Source: an optimization exercise on an open RTL-to-GDS flow (aim: small area, a short achievable clock period and few clock cycles per item). Production flows keep margins and buffers that such runs may drop.
No functional check of the RTL was part of any run shown here.
Power is estimated from default activity; no workload was simulated.

## design/flow/flow/run.sh

```bash
#!/bin/bash
# Layout flow: the standard layout (standard.sh, unchanged synthesis),
# with two repair settings changed:
#  - the input and output ports are buffered with buf_2 cells instead of the
#    default pick, a slow delay buffer;
#  - repair_timing aims for SETUP_SLACK_MARGIN ns of extra setup slack.
# The clock period and all constraints are the standard flow's.
set -euo pipefail
MARGIN=6.5
bash standard.sh "BUFFER_PORTS_ARGS=-buffer_cell sky130_fd_sc_hd__buf_2" \
	"SETUP_SLACK_MARGIN=${MARGIN}" finish > standard.log 2>&1
```

## design/flow/standard.sh

```bash
#!/bin/bash
# synth_recipe.tcl (not shown) runs the flow's synth.tcl, then flattens the netlist and writes it again
# the make line also repeats each setting of config.mk as NAME=value (left out here)
make -C /OpenROAD-flow-scripts/flow DESIGN_CONFIG=/design/flow/config.mk WORK_HOME=/design/flow/orfs CLKGATE_MAP_FILE= SYNTH_SCRIPT=/design/flow/synth_recipe.tcl "${@:-finish}"
```

## design/flow/config.mk

```make
export PLATFORM = sky130hd
export DESIGN_NAME = RSA_Encryptor
export DESIGN_NICKNAME = RSA_Encryptor
export VERILOG_FILES = /design/flow/design.v
export SDC_FILE = /design/flow/constraint.sdc
export NUM_CORES = 4
export LEC_CHECK = 0
export CAP_MARGIN = 20
export CORE_MARGIN = 2
export CORE_UTILIZATION = 40
export SLEW_MARGIN = 20
```

## design/flow/constraint.sdc

```tcl
create_clock -name core_clock -period 10.0 [get_ports {clk}]
set_input_delay 2.0000 -clock core_clock [delete_from_list [all_inputs] [get_ports {clk}]]
set_output_delay 2.0000 -clock core_clock [all_outputs]
set_load 0.01 [all_outputs]
```

## design/flow/design.v

```verilog
module cpa66(a, b, ci, s);
input  [65:0] a;
input  [65:0] b;
input         ci;
output [65:0] s;
wire [65:0] p = a ^ b;
wire [65:0] g = a & b;
wire [65:0] G0 = {g[65:1], g[0] | (p[0] & ci)};
wire [65:0] P0 = p;
wire [65:0] G1s = {G0[64], 1'b0, G0[62], 1'b0, G0[60], 1'b0, G0[58], 1'b0, G0[56], 1'b0, G0[54], 1'b0, G0[52], 1'b0, G0[50], 1'b0, G0[48], 1'b0, G0[46], 1'b0, G0[44], 1'b0, G0[42], 1'b0, G0[40], 1'b0, G0[38], 1'b0, G0[36], 1'b0, G0[34], 1'b0, G0[32], 1'b0, G0[30], 1'b0, G0[28], 1'b0, G0[26], 1'b0, G0[24], 1'b0, G0[22], 1'b0, G0[20], 1'b0, G0[18], 1'b0, G0[16], 1'b0, G0[14], 1'b0, G0[12], 1'b0, G0[10], 1'b0, G0[8], 1'b0, G0[6], 1'b0, G0[4], 1'b0, G0[2], 1'b0, G0[0], 1'b0};
wire [65:0] P1s = {P0[64], 1'b1, P0[62], 1'b1, P0[60], 1'b1, P0[58], 1'b1, P0[56], 1'b1, P0[54], 1'b1, P0[52], 1'b1, P0[50], 1'b1, P0[48], 1'b1, P0[46], 1'b1, P0[44], 1'b1, P0[42], 1'b1, P0[40], 1'b1, P0[38], 1'b1, P0[36], 1'b1, P0[34], 1'b1, P0[32], 1'b1, P0[30], 1'b1, P0[28], 1'b1, P0[26], 1'b1, P0[24], 1'b1, P0[22], 1'b1, P0[20], 1'b1, P0[18], 1'b1, P0[16], 1'b1, P0[14], 1'b1, P0[12], 1'b1, P0[10], 1'b1, P0[8], 1'b1, P0[6], 1'b1, P0[4], 1'b1, P0[2], 1'b1, P0[0], 1'b1};
wire [65:0] G1 = G0 | (P0 & G1s);
wire [65:0] P1 = P0 & P1s;
wire [65:0] G2s = {1'b0, 1'b0, G1[61], G1[61], 1'b0, 1'b0, G1[57], G1[57], 1'b0, 1'b0, G1[53], G1[53], 1'b0, 1'b0, G1[49], G1[49], 1'b0, 1'b0, G1[45], G1[45], 1'b0, 1'b0, G1[41], G1[41], 1'b0, 1'b0, G1[37], G1[37], 1'b0, 1'b0, G1[33], G1[33], 1'b0, 1'b0, G1[29], G1[29], 1'b0, 1'b0, G1[25], G1[25], 1'b0, 1'b0, G1[21], G1[21], 1'b0, 1'b0, G1[17], G1[17], 1'b0, 1'b0, G1[13], G1[13], 1'b0, 1'b0, G1[9], G1[9], 1'b0, 1'b0, G1[5], G1[5], 1'b0, 1'b0, G1[1], G1[1], 1'b0, 1'b0};
wire [65:0] P2s = {1'b1, 1'b1, P1[61], P1[61], 1'b1, 1'b1, P1[57], P1[57], 1'b1, 1'b1, P1[53], P1[53], 1'b1, 1'b1, P1[49], P1[49], 1'b1, 1'b1, P1[45], P1[45], 1'b1, 1'b1, P1[41], P1[41], 1'b1, 1'b1, P1[37], P1[37], 1'b1, 1'b1, P1[33], P1[33], 1'b1, 1'b1, P1[29], P1[29], 1'b1, 1'b1, P1[25], P1[25], 1'b1, 1'b1, P1[21], P1[21], 1'b1, 1'b1, P1[17], P1[17], 1'b1, 1'b1, P1[13], P1[13], 1'b1, 1'b1, P1[9], P1[9], 1'b1, 1'b1, P1[5], P1[5], 1'b1, 1'b1, P1[1], P1[1], 1'b1, 1'b1};
wire [65:0] G2 = G1 | (P1 & G2s);
wire [65:0] P2 = P1 & P2s;
wire [65:0] G3s = {1'b0, 1'b0, G2[59], G2[59], G2[59], G2[59], 1'b0, 1'b0, 1'b0, 1'b0, G2[51], G2[51], G2[51], G2[51], 1'b0, 1'b0, 1'b0, 1'b0, G2[43], G2[43], G2[43], G2[43], 1'b0, 1'b0, 1'b0, 1'b0, G2[35], G2[35], G2[35], G2[35], 1'b0, 1'b0, 1'b0, 1'b0, G2[27], G2[27], G2[27], G2[27], 1'b0, 1'b0, 1'b0, 1'b0, G2[19], G2[19], G2[19], G2[19], 1'b0, 1'b0, 1'b0, 1'b0, G2[11], G2[11], G2[11], G2[11], 1'b0, 1'b0, 1'b0, 1'b0, G2[3], G2[3], G2[3], G2[3], 1'b0, 1'b0, 1'b0, 1'b0};
wire [65:0] P3s = {1'b1, 1'b1, P2[59], P2[59], P2[59], P2[59], 1'b1, 1'b1, 1'b1, 1'b1, P2[51], P2[51], P2[51], P2[51], 1'b1, 1'b1, 1'b1, 1'b1, P2[43], P2[43], P2[43], P2[43], 1'b1, 1'b1, 1'b1, 1'b1, P2[35], P2[35], P2[35], P2[35], 1'b1, 1'b1, 1'b1, 1'b1, P2[27], P2[27], P2[27], P2[27], 1'b1, 1'b1, 1'b1, 1'b1, P2[19], P2[19], P2[19], P2[19], 1'b1, 1'b1, 1'b1, 1'b1, P2[11], P2[11], P2[11], P2[11], 1'b1, 1'b1, 1'b1, 1'b1, P2[3], P2[3], P2[3], P2[3], 1'b1, 1'b1, 1'b1, 1'b1};
wire [65:0] G3 = G2 | (P2 & G3s);
wire [65:0] P3 = P2 & P3s;
wire [65:0] G4s = {1'b0, 1'b0, G3[55], G3[55], G3[55], G3[55], G3[55], G3[55], G3[55], G3[55], 1'b0, 1'b0, 1'b0, 1'b0, 1'b0, 1'b0, 1'b0, 1'b0, G3[39], G3[39], G3[39], G3[39], G3[39], G3[39], G3[39], G3[39], 1'b0, 1'b0, 1'b0, 1'b0, 1'b0, 1'b0, 1'b0, 1'b0, G3[23], G3[23], G3[23], G3[23], G3[23], G3[23], G3[23], G3[23], 1'b0, 1'b0, 1'b0, 1'b0, 1'b0, 1'b0, 1'b0, 1'b0, G3[7], G3[7], G3[7], G3[7], G3[7], G3[7], G3[7], G3[7], 1'b0, 1'b0, 1'b0, 1'b0, 1'b0, 1'b0, 1'b0, 1'b0};
wire [65:0] P4s = {1'b1, 1'b1, P3[55], P3[55], P3[55], P3[55], P3[55], P3[55], P3[55], P3[55], 1'b1, 1'b1, 1'b1, 1'b1, 1'b1, 1'b1, 1'b1, 1'b1, P3[39], P3[39], P3[39], P3[39], P3[39], P3[39], P3[39], P3[39], 1'b1, 1'b1, 1'b1, 1'b1, 1'b1, 1'b1, 1'b1, 1'b1, P3[23], P3[23], P3[23], P3[23], P3[23], P3[23], P3[23], P3[23], 1'b1, 1'b1, 1'b1, 1'b1, 1'b1, 1'b1, 1'b1, 1'b1, P3[7], P3[7], P3[7], P3[7], P3[7], P3[7], P3[7], P3[7], 1'b1, 1'b1, 1'b1, 1'b1, 1'b1, 1'b1, 1'b1, 1'b1};
wire [65:0] G4 = G3 | (P3 & G4s);
wire [65:0] P4 = P3 & P4s;
wire [65:0] G5s = {1'b0, 1'b0, G4[47], G4[47], G4[47], G4[47], G4[47], G4[47], G4[47], G4[47], G4[47], G4[47], G4[47], G4[47], G4[47], G4[47], G4[47], G4[47], 1'b0, 1'b0, 1'b0, 1'b0, 1'b0, 1'b0, 1'b0, 1'b0, 1'b0, 1'b0, 1'b0, 1'b0, 1'b0, 1'b0, 1'b0, 1'b0, G4[15], G4[15], G4[15], G4[15], G4[15], G4[15], G4[15], G4[15], G4[15], G4[15], G4[15], G4[15], G4[15], G4[15], G4[15], G4[15], 1'b0, 1'b0, 1'b0, 1'b0, 1'b0, 1'b0, 1'b0, 1'b0, 1'b0, 1'b0, 1'b0, 1'b0, 1'b0, 1'b0, 1'b0, 1'b0};
wire [65:0] P5s = {1'b1, 1'b1, P4[47], P4[47], P4[47], P4[47], P4[47], P4[47], P4[47], P4[47], P4[47], P4[47], P4[47], P4[47], P4[47], P4[47], P4[47], P4[47], 1'b1, 1'b1, 1'b1, 1'b1, 1'b1, 1'b1, 1'b1, 1'b1, 1'b1, 1'b1, 1'b1, 1'b1, 1'b1, 1'b1, 1'b1, 1'b1, P4[15], P4[15], P4[15], P4[15], P4[15], P4[15], P4[15], P4[15], P4[15], P4[15], P4[15], P4[15], P4[15], P4[15], P4[15], P4[15], 1'b1, 1'b1, 1'b1, 1'b1, 1'b1, 1'b1, 1'b1, 1'b1, 1'b1, 1'b1, 1'b1, 1'b1, 1'b1, 1'b1, 1'b1, 1'b1};
wire [65:0] G5 = G4 | (P4 & G5s);
wire [65:0] P5 = P4 & P5s;
wire [65:0] G6s = {1'b0, 1'b0, G5[31], G5[31], G5[31], G5[31], G5[31], G5[31], G5[31], G5[31], G5[31], G5[31], G5[31], G5[31], G5[31], G5[31], G5[31], G5[31], G5[31], G5[31], G5[31], G5[31], G5[31], G5[31], G5[31], G5[31], G5[31], G5[31], G5[31], G5[31], G5[31], G5[31], G5[31], G5[31], 1'b0, 1'b0, 1'b0, 1'b0, 1'b0, 1'b0, 1'b0, 1'b0, 1'b0, 1'b0, 1'b0, 1'b0, 1'b0, 1'b0, 1'b0, 1'b0, 1'b0, 1'b0, 1'b0, 1'b0, 1'b0, 1'b0, 1'b0, 1'b0, 1'b0, 1'b0, 1'b0, 1'b0, 1'b0, 1'b0, 1'b0, 1'b0};
wire [65:0] P6s = {1'b1, 1'b1, P5[31], P5[31], P5[31], P5[31], P5[31], P5[31], P5[31], P5[31], P5[31], P5[31], P5[31], P5[31], P5[31], P5[31], P5[31], P5[31], P5[31], P5[31], P5[31], P5[31], P5[31], P5[31], P5[31], P5[31], P5[31], P5[31], P5[31], P5[31], P5[31], P5[31], P5[31], P5[31], 1'b1, 1'b1, 1'b1, 1'b1, 1'b1, 1'b1, 1'b1, 1'b1, 1'b1, 1'b1, 1'b1, 1'b1, 1'b1, 1'b1, 1'b1, 1'b1, 1'b1, 1'b1, 1'b1, 1'b1, 1'b1, 1'b1, 1'b1, 1'b1, 1'b1, 1'b1, 1'b1, 1'b1, 1'b1, 1'b1, 1'b1, 1'b1};
wire [65:0] G6 = G5 | (P5 & G6s);
wire [65:0] P6 = P5 & P6s;
wire [65:0] G7s = {G6[63], G6[63], 1'b0, 1'b0, 1'b0, 1'b0, 1'b0, 1'b0, 1'b0, 1'b0, 1'b0, 1'b0, 1'b0, 1'b0, 1'b0, 1'b0, 1'b0, 1'b0, 1'b0, 1'b0, 1'b0, 1'b0, 1'b0, 1'b0, 1'b0, 1'b0, 1'b0, 1'b0, 1'b0, 1'b0, 1'b0, 1'b0, 1'b0, 1'b0, 1'b0, 1'b0, 1'b0, 1'b0, 1'b0, 1'b0, 1'b0, 1'b0, 1'b0, 1'b0, 1'b0, 1'b0, 1'b0, 1'b0, 1'b0, 1'b0, 1'b0, 1'b0, 1'b0, 1'b0, 1'b0, 1'b0, 1'b0, 1'b0, 1'b0, 1'b0, 1'b0, 1'b0, 1'b0, 1'b0, 1'b0, 1'b0};
wire [65:0] P7s = {P6[63], P6[63], 1'b1, 1'b1, 1'b1, 1'b1, 1'b1, 1'b1, 1'b1, 1'b1, 1'b1, 1'b1, 1'b1, 1'b1, 1'b1, 1'b1, 1'b1, 1'b1, 1'b1, 1'b1, 1'b1, 1'b1, 1'b1, 1'b1, 1'b1, 1'b1, 1'b1, 1'b1, 1'b1, 1'b1, 1'b1, 1'b1, 1'b1, 1'b1, 1'b1, 1'b1, 1'b1, 1'b1, 1'b1, 1'b1, 1'b1, 1'b1, 1'b1, 1'b1, 1'b1, 1'b1, 1'b1, 1'b1, 1'b1, 1'b1, 1'b1, 1'b1, 1'b1, 1'b1, 1'b1, 1'b1, 1'b1, 1'b1, 1'b1, 1'b1, 1'b1, 1'b1, 1'b1, 1'b1, 1'b1, 1'b1};
wire [65:0] G7 = G6 | (P6 & G7s);
wire [65:0] P7 = P6 & P7s;
assign s = p ^ {G7[64:0], ci};
endmodule
module mont_step(S, C, v, k, a, abn, B, N, So, Co, ko, vo);
input  [65:0] S;
input  [65:0] C;
input  [2:0]  v;
input         k;
input  [2:0]  a;
input  [2:0]  abn;
input  [64:0] B;
input  [63:0] N;
output [65:0] So;
output [65:0] Co;
output        ko;
output [2:0]  vo;
wire [2:0] fs = S[2:0] ^ C[2:0] ^ v;
wire [2:0] fc = (S[2:0] & C[2:0]) | (S[2:0] & v) | (C[2:0] & v);
wire [2:0] u;
assign u[0] = fs[0];
assign u[1] = fs[1] ^ fc[0];
assign u[2] = fs[2] ^ fc[1] ^ (fs[1] & fc[0]);
wire [2:0] mn = {~N[2], ~N[1], 1'b1};	 
wire [2:0] q;
assign q[0] = u[0];
assign q[1] = u[1] ^ (mn[1] & u[0]);
assign q[2] = u[2] ^ (mn[1] & u[1]) ^ (mn[2] & u[0]) ^ (u[1] & mn[1] & u[0]);
wire [68:0] p0 = a[0] ? {4'b0, B} : 69'd0;
wire [68:0] p1 = {(a[1] ? {3'b0, B} : 68'd0), k};
wire [68:0] p2 = {(a[2] ? {2'b0, B} : 67'd0), 2'b0};
wire [68:0] r0 = q[0] ? {5'b0, N} : 69'd0;
wire [68:0] r1 = {(q[1] ? {4'b0, N} : 68'd0), 1'b0};
wire [68:0] r2 = {(q[2] ? {3'b0, N} : 67'd0), 2'b0};
wire [68:0] s0 = {3'b0, S};
wire [68:0] c0 = {3'b0, C};
wire [68:0] s1 = s0 ^ c0 ^ p0;
wire [68:0] c1 = {((s0 & c0) | (s0 & p0) | (c0 & p0)), 1'b0};
wire [68:0] s2 = s1 ^ c1 ^ p1;
wire [68:0] c2 = {((s1 & c1) | (s1 & p1) | (c1 & p1)), 1'b0};
wire [68:0] s3 = s2 ^ c2 ^ p2;
wire [68:0] c3 = {((s2 & c2) | (s2 & p2) | (c2 & p2)), 1'b0};
wire [68:0] s4 = r0 ^ r1 ^ r2;
wire [68:0] c4 = {((r0 & r1) | (r0 & r2) | (r1 & r2)), 1'b0};
wire [68:0] s5 = s3 ^ c3 ^ s4;
wire [68:0] c5 = {((s3 & c3) | (s3 & s4) | (c3 & s4)), 1'b0};
wire [68:0] s6 = s5 ^ c5 ^ c4;
wire [68:0] c6 = {((s5 & c5) | (s5 & c4) | (c5 & c4)), 1'b0};
assign So = s6[68:3];
assign Co = c6[68:3];
assign ko = |{s6[2:0], c6[2:1]};
wire [2:0] abn1 = abn + 3'd1;
assign vo = ko ? abn1 : abn;
endmodule
module RSA_Encryptor(private_key, public_key, message_val, clk, start, rst, cal_done, cal_val);
	input 	[63:0] 	private_key;	 
	input 	[63:0] 	public_key;		 
	input 	[63:0] 	message_val;	 
	input 			clk;
	input 			start;
	input 			rst;
	output	reg		cal_done;
	output	[63:0]	cal_val;
	localparam IDLE  = 3'd0;
	localparam SETUP = 3'd1;	 
	localparam DIV   = 3'd2;	 
	localparam MUL   = 3'd3;	 
	localparam CPA   = 3'd4;	 
	localparam FIX   = 3'd5;	 
	localparam M_SQ  = 2'd0;	 
	localparam M_MX  = 2'd1;	 
	localparam M_FIN = 2'd2;	 
	reg [2:0]  state;
	reg [1:0]  mode;
	reg        first;		 
	reg [7:0]  cnt;
	reg [6:0]  ecnt;		 
	reg [63:0] N;
	reg [63:0] E;
	reg [64:0] X;			 
	reg [64:0] A;			 
	reg [65:0] S;			 
	reg [65:0] C;
	reg        k;			 
	reg [2:0]  v;			 
	assign cal_val = A[63:0];
	reg [2:0]  ad;			 
	reg        idle;
	wire [65:0] cpa;
	cpa66 u_cpa(.a(S), .b(C), .ci(k), .s(cpa));
	wire [65:0] Sn, Cn;
	wire        kn;
	wire [2:0]  vn;
	wire [2:0]  dnext;
	wire [2:0]  abn = dnext * A[2:0];
	mont_step u_step(.S(S), .C(C), .v(v), .k(k), .a(ad), .abn(abn), .B(A), .N(N),
	                 .So(Sn), .Co(Cn), .ko(kn), .vo(vn));
	wire        ok  = ~cpa[65];
	wire [64:0] rem = ok ? cpa[64:0] : S[64:0];
	wire        ez  = ~|E;
	wire        divbit = ez ? (cnt == 8'd63) : (cnt[7:6] == 2'b00 && X[~cnt[5:0]]);
	wire [68:0] dsrc = (mode == M_MX) ? {4'b0, X} : {4'b0, A};
	assign      dnext = (mode == M_FIN) ? 3'd0 : dsrc[3*cnt[4:0]+3 +: 3];
	wire        nmx  = mode == M_SQ && E[63] && !first;
	wire        nfin = !nmx && ecnt <= 7'd1;
	wire [2:0]  d0   = nmx ? X[2:0] : (nfin ? 3'd1 : cpa[2:0]);
	wire [2:0]  ab0  = d0 * cpa[2:0];
	wire eshift = (state == SETUP || state == DIV) && !E[63] && ecnt != 7'd0;
	always @(posedge clk or posedge rst)
	begin
		if (rst)
		begin
			state    <= IDLE;
			idle     <= 1'b1;
			cal_done <= 1'b0;
		end
		else
		begin
			cal_done <= 1'b0;
			idle     <= 1'b0;
			case (state)
			IDLE:  if (start) state <= SETUP;
			       else idle <= 1'b1;
			SETUP: state <= DIV;
			DIV:   if (cnt == 8'd129) state <= CPA;
			MUL:   if (cnt == 8'd21) state <= CPA;
			CPA:   if (mode == M_FIN && !first) state <= FIX;
			       else state <= MUL;
			FIX:   begin
				cal_done <= 1'b1;
				idle     <= 1'b1;
				state    <= IDLE;
			end
			default: state <= IDLE;
			endcase
		end
	end
	always @(posedge clk)
	begin
		case (state)
		MUL:     begin S <= Sn; C <= Cn; k <= kn; end
		DIV:     begin
			S <= {rem, divbit};
			if (cnt == 8'd129) begin C <= 66'd0; k <= 1'b0; end
			else begin C <= {2'b11, ~N}; k <= 1'b1; end
		end
		SETUP:   begin S <= (N[63] && !ez) ? {3'b0, X[63:1]} : 66'd0; C <= {2'b11, ~N}; k <= 1'b1; end
		default: begin S <= 66'd0; C <= 66'd0; k <= 1'b0; end
		endcase
		if (idle)
		begin
			E    <= private_key;
			ecnt <= 7'd64;
		end
		else if (eshift)
		begin
			E    <= {E[62:0], 1'b0};
			ecnt <= ecnt - 7'd1;
		end
		else if (state == CPA && !(mode == M_FIN && !first) && !nmx && !nfin)
		begin
			E    <= {E[62:0], 1'b0};
			ecnt <= ecnt - 7'd1;
		end
		if (idle) N <= public_key;
		if (idle) X <= {1'b0, message_val};
		else if (state == CPA && first) X <= cpa[64:0];
		if (state == CPA) A <= cpa[64:0];
		else if (state == FIX) A <= (A == {1'b0, N}) ? 65'd0 : A;
		case (state)
		SETUP: cnt <= N[63] ? 8'd63 : 8'd0;
		DIV:   cnt <= cnt + 8'd1;
		MUL:   cnt <= cnt + 8'd1;
		default: cnt <= 8'd0;
		endcase
		if (state == DIV) first <= 1'b1;
		else if (state == CPA) first <= 1'b0;
		if (state == MUL)
		begin
			ad  <= dnext;
			v   <= vn;
		end
		else if (state == CPA)
		begin
			ad   <= d0;
			v    <= ab0;
			mode <= nmx ? M_MX : (nfin ? M_FIN : M_SQ);
		end
	end
endmodule
```

==> results of run 1 <==
[worst max-delay path, delay by kind of cell, from the launching register on]
kind	cells	cell delay, ps
xor+xnor	4	710
flops	1	330
simple gates	4	760
compound gates	2	180
buf+inv	3	140
fa+ha+maj	5	2240
[power breakdown]
part | switching, uW | total (uW) | leakage, uW | internal, uW
clock network | 850 | 1980 | 0.000830 | 1130
logic | 5280 | 9970 | 0.0125 | 4690
registers | 283 | 2600 | 0.00362 | 2320
total | 6410 | 14600 | 0.0169 | 8140
[registers in the layout (all words and copies together) (netlist names), 7 cells and up]
name  flops
C        66
S        66
A        65
X        65
E        64
N        64
cnt       8
ecnt      7
[layer usage]
metal | up-vias | GRT usage | routed length (um)
li1 | 11281 | - | -
met1 | 13437 | 0.372 | 47500
met2 | 1321 | 0.428 | 54300
met3 | 285 | 0.0676 | 12500
met4 | 2 | 0.125 | 6100
met5 | - | 0.00454 | 36
[kinds of logic (layout without fill, tap and decap cells)]
group	after synthesis	in the layout
and+or+nand+nor	885	886
xor gates and xnor gates	110	111
other	0	2
buffers and inverters	696	1038
adders and majority gates	475	475
AOI/OAI and AO/OA	487	488
DFF	420	420
muxes	150	150
[what timing repair did]
item	4_1_cts	5_1_grt
buffers inserted	99	38
resized for setup	354	180
pin swaps	192	134
setup endpoints to repair	366	233
gates cloned	21	1
[Yosys cell counts (all sizes together) (8+ instances only)]
cell type	count	share of area
xnor2	53	0.014
or3	8	0.0015
and2	183	0.034
nand3	18	0.0028
nand4	20	0.0037
nor3b	9	0.0020
or2	9	0.0017
nor2	201	0.022
a22oi	8	0.0018
mux2	68	0.023
o22ai	82	0.015
fa	395	0.24
o221ai	8	0.0021
a221o	8	0.0024
a21o	8	0.0018
nand2	229	0.026
a21oi	94	0.014
mux2i	31	0.0092
edfxtp	265	0.24
xor2	56	0.015
buf	79	0.017
ha	80	0.030
mux4	51	0.034
nand2b	16	0.0030
o31ai	11	0.0025
inv	488	0.054
nor3	25	0.0040
clkbuf	126	0.014
dfxtp	150	0.089
nor4	31	0.0058
o21a	10	0.0022
a211oi	17	0.0038
nor2b	123	0.023
a22o	13	0.0034
a221oi	38	0.0099
o21ai	141	0.021
[path summary, 6_finish.rpt]
kind,startpoint,to,slack (ps),depth (start not counted)
min in group asynchronous,rst,state[2],1290,2
max reg2reg,S[1],v[2],5480,18
min reg2reg,N[54],C[54],510,1
max,S[1],v[2],5480,18
min,N[54],C[54],510,1
max in group asynchronous,rst,idle,8460,2
[cell type report]
type / instances / area share
Multi-Input combinational cell: 2110 / 0.519
Clock inverter: 30 / 0.00736
Sequential cell: 420 / 0.269
Timing Repair Buffer: 446 / 0.0918
Inverter: 491 / 0.0447
Tap cell: 1080 / 0.0327
Antenna cell: 2 / 0.000121
Clock buffer: 71 / 0.0345
[metrics by stage]
step / cells / util / total power [uW] / area, um^2 / hold WS, ps
3_5_place_dp: 4388 / 0.428 / 9310 / 35700 / 504
2_1_floorplan: 3223 / - / 7440 / 33900 / 444
3_3_place_gp: 4388 / 0.428 / 9210 / 35700 / 498
5_1_grt: 4650 / 0.495 / 15600 / 41300 / 526
6_report: 4650 / 0.495 / 14600 / 41300 / 507
4_1_cts: 4609 / 0.482 / 13700 / 40200 / 514
==> qor.txt, run 1 <==
worst slew pin tran: 1260 ps
CTS tree: yes
pwr/cell area: 353 mW/mm^2
Seq cells post-synth: 420
antenna violations before repair: 5
CP Data Required Time: 10,500 ps
Synth Instances: 3,223
starting density of the core: 0.403
vias in the first global route: 26,723
CP Capture Type: flop
Synth Warn #: 1
Hold Crit Class: flop to flop
Reg clk slew, reported paths: 60 ps
H-tree Lvls: 2
final worst path period share: 0.452
crit path kind: flop to flop
RD Place Congestion: 0.930
largest family of logic cells by synthesized area: adder cells
MaxCap Viol Count: 0
Arr. time, crit path: 5020 ps
Startpoint Class: flop
num rows: 106
Final Slew Violations: 0
global-route usage over all layers: 0.278
Final ANT Viol Nets: 0
DP HPWL: 80,900 um
Synth cell types: 70
pre-CTS WS: 4290 ps
CP max FO: 2
Synth Cell Area: 0.0336 mm^2
status: finished clean
Post-synth EDFFs: 265
commonest non-fill, non-tap cell in the layout: inv_1
Synth Area in Simple Gates: 0.132
first-pass GRT wire length: 177,000 um
drt drc: 0
footprint of the multi-input gates: 0.0215 mm^2
Final Setup Violations: 0
total grt overflow: 0
most used cell, CP: fa_1
asr flop ratio synth: 0.0119
first-pass detailed-route iteration total: 6
max incr delay on CP: 550 ps
mux share of post-synthesis cell area: 0.0663
via count: 26,326
Max clock buf depth: 3
Seq/Total Area, Yosys: 0.330
fraction of layout cells with a size suffix above 1: 0.279
Rel. slew slack: 0.159
most frequent cells in the layout: 465 x inv_1, 326 x fa_1, 265 x edfxtp_1
total CTS buffers: 54
final-stage net count: 4,193
Mean Syn Cell Area: 10.4 um^2
Synth Area in Adders: 0.265
area grow syn2layout: 22.8%
Hold Fails Final Rpt: 0
Post-Synth XOR/XNOR Area: 0.0291
clock period minus worst slack: 4520 ps
Die Y: 294 um
Cell Chain, Critical Path: inv_2, fa_1, inv_2, ha_4, nor3b_4, a21oi_4, xnor2_4, nor2_2, fa_1, fa_1, inv_2, fa_1, nor4b_4, nand2b_4, xnor2_2, xnor2_1, xnor3_1, a21oi_2
RSZ-0062 raised after global routing: true
post-DR wirelength/cell: 25.9 um
compound-gate portion of the synthesized area: 0.0921
clk root buf: clkbuf_16
final worst slack: 5480 ps
peak supply drop: 0.175 mV
top_reg_cell synth: edfxtp_1
CTS Sinks: 420
Storage cell area: 0.0111 mm^2
drt initial violations: 2,423
f_max: 0.221 GHz
vias per cell: 5.66
LEAKAGE: 0.0169 uW
DRT Wirelength: 120,000 um
Clock Latency Late Sink: 650 ps
largest net degree at the start of global routing: 88
Post-CTS Hold Buffers: 0
PortBufs: 259
setup TNS: 0 ps
core box area: 0.0834 mm^2
Die ar.: 0.0864 mm^2
CP max-delay cell: fa_1
Setup Skew: 37.0 ps
Fill cells: 7,580
Ports: 260
Net Count, Synth: 3,893
Die Wd: 294 um
==> run 2, diff against run 1 <==
--- a/design/flow/design.v
+++ b/design/flow/design.v
@@ -75,12 +75,12 @@
 wire [68:0] c2 = {((s1 & c1) | (s1 & p1) | (c1 & p1)), 1'b0};
 wire [68:0] s3 = s2 ^ c2 ^ p2;
 wire [68:0] c3 = {((s2 & c2) | (s2 & p2) | (c2 & p2)), 1'b0};
-wire [68:0] s4 = r0 ^ r1 ^ r2;
-wire [68:0] c4 = {((r0 & r1) | (r0 & r2) | (r1 & r2)), 1'b0};
-wire [68:0] s5 = s3 ^ c3 ^ s4;
-wire [68:0] c5 = {((s3 & c3) | (s3 & s4) | (c3 & s4)), 1'b0};
-wire [68:0] s6 = s5 ^ c5 ^ c4;
-wire [68:0] c6 = {((s5 & c5) | (s5 & c4) | (c5 & c4)), 1'b0};
+wire [68:0] s4 = s3 ^ c3 ^ r0;
+wire [68:0] c4 = {((s3 & c3) | (s3 & r0) | (c3 & r0)), 1'b0};
+wire [68:0] s5 = s4 ^ c4 ^ r1;
+wire [68:0] c5 = {((s4 & c4) | (s4 & r1) | (c4 & r1)), 1'b0};
+wire [68:0] s6 = s5 ^ c5 ^ r2;
+wire [68:0] c6 = {((s5 & c5) | (s5 & r2) | (c5 & r2)), 1'b0};
 assign So = s6[68:3];
 assign Co = c6[68:3];
 assign ko = |{s6[2:0], c6[2:1]};
==> design/flow/flow/run.sh (replaced) <==
#!/bin/bash
# Layout flow: the standard layout (standard.sh, unchanged synthesis),
# with two repair settings changed:
#  - the input and output ports are buffered with buf_2 cells instead of the
#    default pick, a slow delay buffer;
set -euo pipefail
bash standard.sh "BUFFER_PORTS_ARGS=-buffer_cell sky130_fd_sc_hd__buf_2" \
	"SETUP_SLACK_MARGIN=6.5" \
	finish > standard.log 2>&1
--- a/design/flow/config.mk
+++ b/design/flow/config.mk
@@ -7,5 +7,6 @@
 export LEC_CHECK = 0
 export CAP_MARGIN = 20
 export CORE_MARGIN = 2
-export CORE_UTILIZATION = 40
+export CORE_UTILIZATION = 60
 export SLEW_MARGIN = 20
+export TNS_END_PERCENT = 10
==> qor.txt, run 2 <==
CP Data Required Time: 10,470 ps (was 10,500 ps)
worst slew pin tran: 1140 ps (was 1260 ps)
fraction of layout cells with a size suffix above 1: 0.194 (was 0.279)
Largest regs: C x66, S x66 (unchanged)
setup TNS: 0 ps (unchanged)
area grow syn2layout: 11.6% (was 22.8%)
Reg clk slew, reported paths: 70 ps (was 60 ps)
area leader, netlist: edfxtp_1 (unchanged)
RSZ-0062 raised after global routing: true (unchanged)
Reg-to-Reg End: S[18] (was v[2])
LEAKAGE: 0.0152 uW (was 0.0169 uW)
final core occ: 0.681 (was 0.495)
largest net degree at the start of global routing: 199 (was 88)
count leader, synth: inv_1 (unchanged)
Die ar.: 0.0569 mm^2 (was 0.0864 mm^2)
total grt overflow: 0 (unchanged)
peak supply drop: 0.236 mV (was 0.175 mV)
CTS tree: yes (unchanged)
asr flop ratio synth: 0.0119 (unchanged)
Mean Syn Cell Area: 10.6 um^2 (was 10.4 um^2)
final-stage net count: 3,964 (was 4,193)
CP Capture Type: flop (unchanged)
via count: 25,295 (was 26,326)
Seq/Total Area, Yosys: 0.336 (was 0.330)
f_max: 0.200 GHz (was 0.221 GHz)
Max clock buf depth: 3 (unchanged)
vias in the first global route: 26,183 (was 26,723)
Post-synth EDFFs: 265 (unchanged)
MaxCap Viol Count: 0 (unchanged)
first-pass GRT wire length: 160,000 um (was 177,000 um)
Ports: 260 (unchanged)
Rel. slew slack: 0.235 (was 0.159)
Synth Cell Area: 0.0330 mm^2 (was 0.0336 mm^2)
pwr/cell area: 334 mW/mm^2 (was 353 mW/mm^2)
Hold Crit Depth: 2 (was 1)
FF-to-FF path depth: 18 (unchanged)
status: finished clean (unchanged)
Hold Crit Class: flop to flop (unchanged)
Synth Instances: 3,123 (was 3,223)
RD Place Congestion: 0.927 (was 0.930)
final worst slack: 4990 ps (was 5480 ps)
CTS Sinks: 420 (unchanged)
dominant cells by area after synthesis: edfxtp_1 24%, fa_1 24%, dfxtp_1 9.1% (was edfxtp_1 24%, fa_1 24%, dfxtp_1 8.9%)
drt initial violations: 2,351 (was 2,423)
register-to-register setup slack: 4990 ps (was 5480 ps)
Final Slew Violations: 0 (unchanged)
Fill cells: 4,271 (was 7,580)
Arr. time, crit path: 5480 ps (was 5020 ps)
Clock Latency Late Sink: 640 ps (was 650 ps)
starting density of the core: 0.610 (was 0.403)
top cell type's share of synthesized area: 0.241 (was 0.237)
final worst path period share: 0.501 (was 0.452)
clock period minus worst slack: 5010 ps (was 4520 ps)
core box area: 0.0541 mm^2 (was 0.0834 mm^2)
Post-synth top cells: 417 x inv_1, 395 x fa_1, 361 x nand2_1, 265 x edfxtp_1, 171 x o21ai_0 (was 488 x inv_1, 395 x fa_1, 265 x edfxtp_1, 229 x nand2_1, 201 x nor2_1)
Die Y: 239 um (was 294 um)
crit path kind: flop to flop (unchanged)
clk root buf: clkbuf_16 (unchanged)
Startpoint Class: flop (unchanged)
PortBufs: 259 (unchanged)
CP max FO: 8 (was 2)
Hold Fails Final Rpt: 0 (unchanged)
Storage cell area: 0.0111 mm^2 (about the same)
Worst Hold End: S[10] (was C[54])
most frequent cells in the layout: 402 x inv_1, 357 x nand2_1, 344 x fa_1 (was 465 x inv_1, 326 x fa_1, 265 x edfxtp_1)
hold path start: X[11] (was N[54])
DRT Wirelength: 105,000 um (was 120,000 um)
total placed instance area: 0.0345 mm^2 (was 0.0357 mm^2)
Synth cell types: 82 (was 70)
Seq cells post-synth: 420 (unchanged)
num rows: 85 (was 106)
top_reg_cell synth: edfxtp_1 (unchanged)
Post-CTS Hold Buffers: 0 (unchanged)
Net Count, Synth: 3,796 (was 3,893)
first-pass detailed-route iteration total: 7 (was 6)
global-route usage over all layers: 0.379 (was 0.278)
Synth Warn #: 1 (unchanged)
r2r startpoint: ad[0] (was S[1])
DP HPWL: 75,800 um (was 80,900 um)
post-DR wirelength/cell: 26.1 um (was 25.9 um)
footprint of the multi-input gates: 0.0197 mm^2 (was 0.0215 mm^2)
H-tree Lvls: 2 (unchanged)
Setup Skew: 41.4 ps (was 37.0 ps)
Die Wd: 239 um (was 294 um)
vias per cell: 6.27 (was 5.66)
Final ANT Viol Nets: 0 (unchanged)
total CTS buffers: 50 (was 54)
post-route cell area: 0.0369 mm^2 (was 0.0413 mm^2)
antenna violations before repair: 6 (was 5)
commonest non-fill, non-tap cell in the layout: inv_1 (unchanged)
drt drc: 0 (unchanged)
Final Setup Violations: 0 (unchanged)
pre-CTS WS: 4160 ps (was 4290 ps)
## run 2: final cells by class
cell class	instances	area share
antenna	8	0.000543
clock buffer	60	0.0375
clock inverter	33	0.00740
inverter	419	0.0427
multi-input combinational	2084	0.535
sequential	420	0.301
tap	696	0.0236
timing repair buffer	316	0.0520
## run 2: cell families after synthesis
group | Yosys count | share of synthesized area
XOR/XNOR | 118 | 0.0313
buffers and inverters | 620 | 0.0785
AND/OR/NAND/NOR | 881 | 0.128
adder cells (fa/ha/maj) | 478 | 0.271
multiplexers | 140 | 0.0636
flip-flops | 420 | 0.336
AO/OA/AOI/OAI | 466 | 0.0922
## run 2: worst max path at each step
| stage | startpoint | endpoint | slack [ps] |
|---|---|---|---|
| 2_1_floorplan | ad[0] | v[2] | 5240 |
| 3_3_place_gp | S[0] | S[32] | 4270 |
| 3_5_place_dp | S[0] | S[32] | 4160 |
| 4_1_cts | ad[0] | v[2] | 5040 |
| 5_1_grt | ad[0] | v[2] | 4860 |
| 6_report | ad[0] | S[18] | 4990 |
## run 2: layer usage
layer / GRT usage / part of all wire
met5: 0 / 0
met2: 0.584 / 0.45
met3: 0.0829 / 0.10
met4: 0.175 / 0.054
met1: 0.517 / 0.39
## run 2: where the power goes
| group | total, uW | internal, uW | switching (uW) |
|---|---|---|---|
| logic | 7850 | 3300 | 4550 |
| registers | 2580 | 2320 | 262 |
| clock network | 1890 | 1080 | 806 |
## run 2: critical path, stage by stage (launching register included)
cell and delay [ps]:
edfxtp_1 440, buf_4 160, buf_6 100, buf_6 110
buf_12 140, buf_12 150, buf_4 150, buf_16 150
and2_1 150, fa_2 510, inv_1 50, fa_2 540
fa_2 440, fa_1 490, inv_1 50, fa_2 520
inv_1 60, fa_1 510, o221ai_1 130
## run 2: what timing repair did
item                                   in CTS  in global routing
gates resized for setup                    93                 66
setup buffers                              11                  5
setup endpoints to repair                 405                398
pin swaps                                  40                 41
endpoints found under the hold margin       0                  0
gates cloned                                7                  0
## run 2: through the flow
| step | instances | hold slack [ps] | total power [uW] |
|---|---|---|---|
| 2_1_floorplan | 3123 | 455 | 7620 |
| 3_3_place_gp | 3912 | 499 | 9800 |
| 3_5_place_dp | 3912 | 498 | 10100 |
| 4_1_cts | 4023 | 509 | 12200 |
| 5_1_grt | 4033 | 549 | 13300 |
| 6_report | 4036 | 510 | 12300 |

[what the ideal ports hide]
The results above use ideal ports. As a check the final layouts listed here were re-extracted and re-timed, cells and wires unchanged. Step 1 sets driving cells, clkbuf_16 on the clock port and buf_2 on the other inputs (assumed; they add their load-dependent delay and slew). Step 2 moves the port delays by t, midway between the first and last clock arrival at a register: inputs arrive t later, outputs are due t later. That takes back most of the time a late clock gives input paths. Slacks: no drivers / after step 1 / after step 2; pairs: no drivers / after step 1.
run | shift t [ns] | setup WS [ns] | hold slack, ns | worst setup path at the end | slew at the worst register clock pin (ns)
run 1 | 0.701 | 5.479 / 5.479 / 5.479 | 0.507 / 0.507 / 0.507 | register to register | 0.06 / 0.06
run 2 | 0.690 | 4.993 / 4.993 / 4.993 | 0.510 / 0.510 / 0.510 | register to register | 0.07 / 0.07
After both steps setup and hold are still met in every run listed.
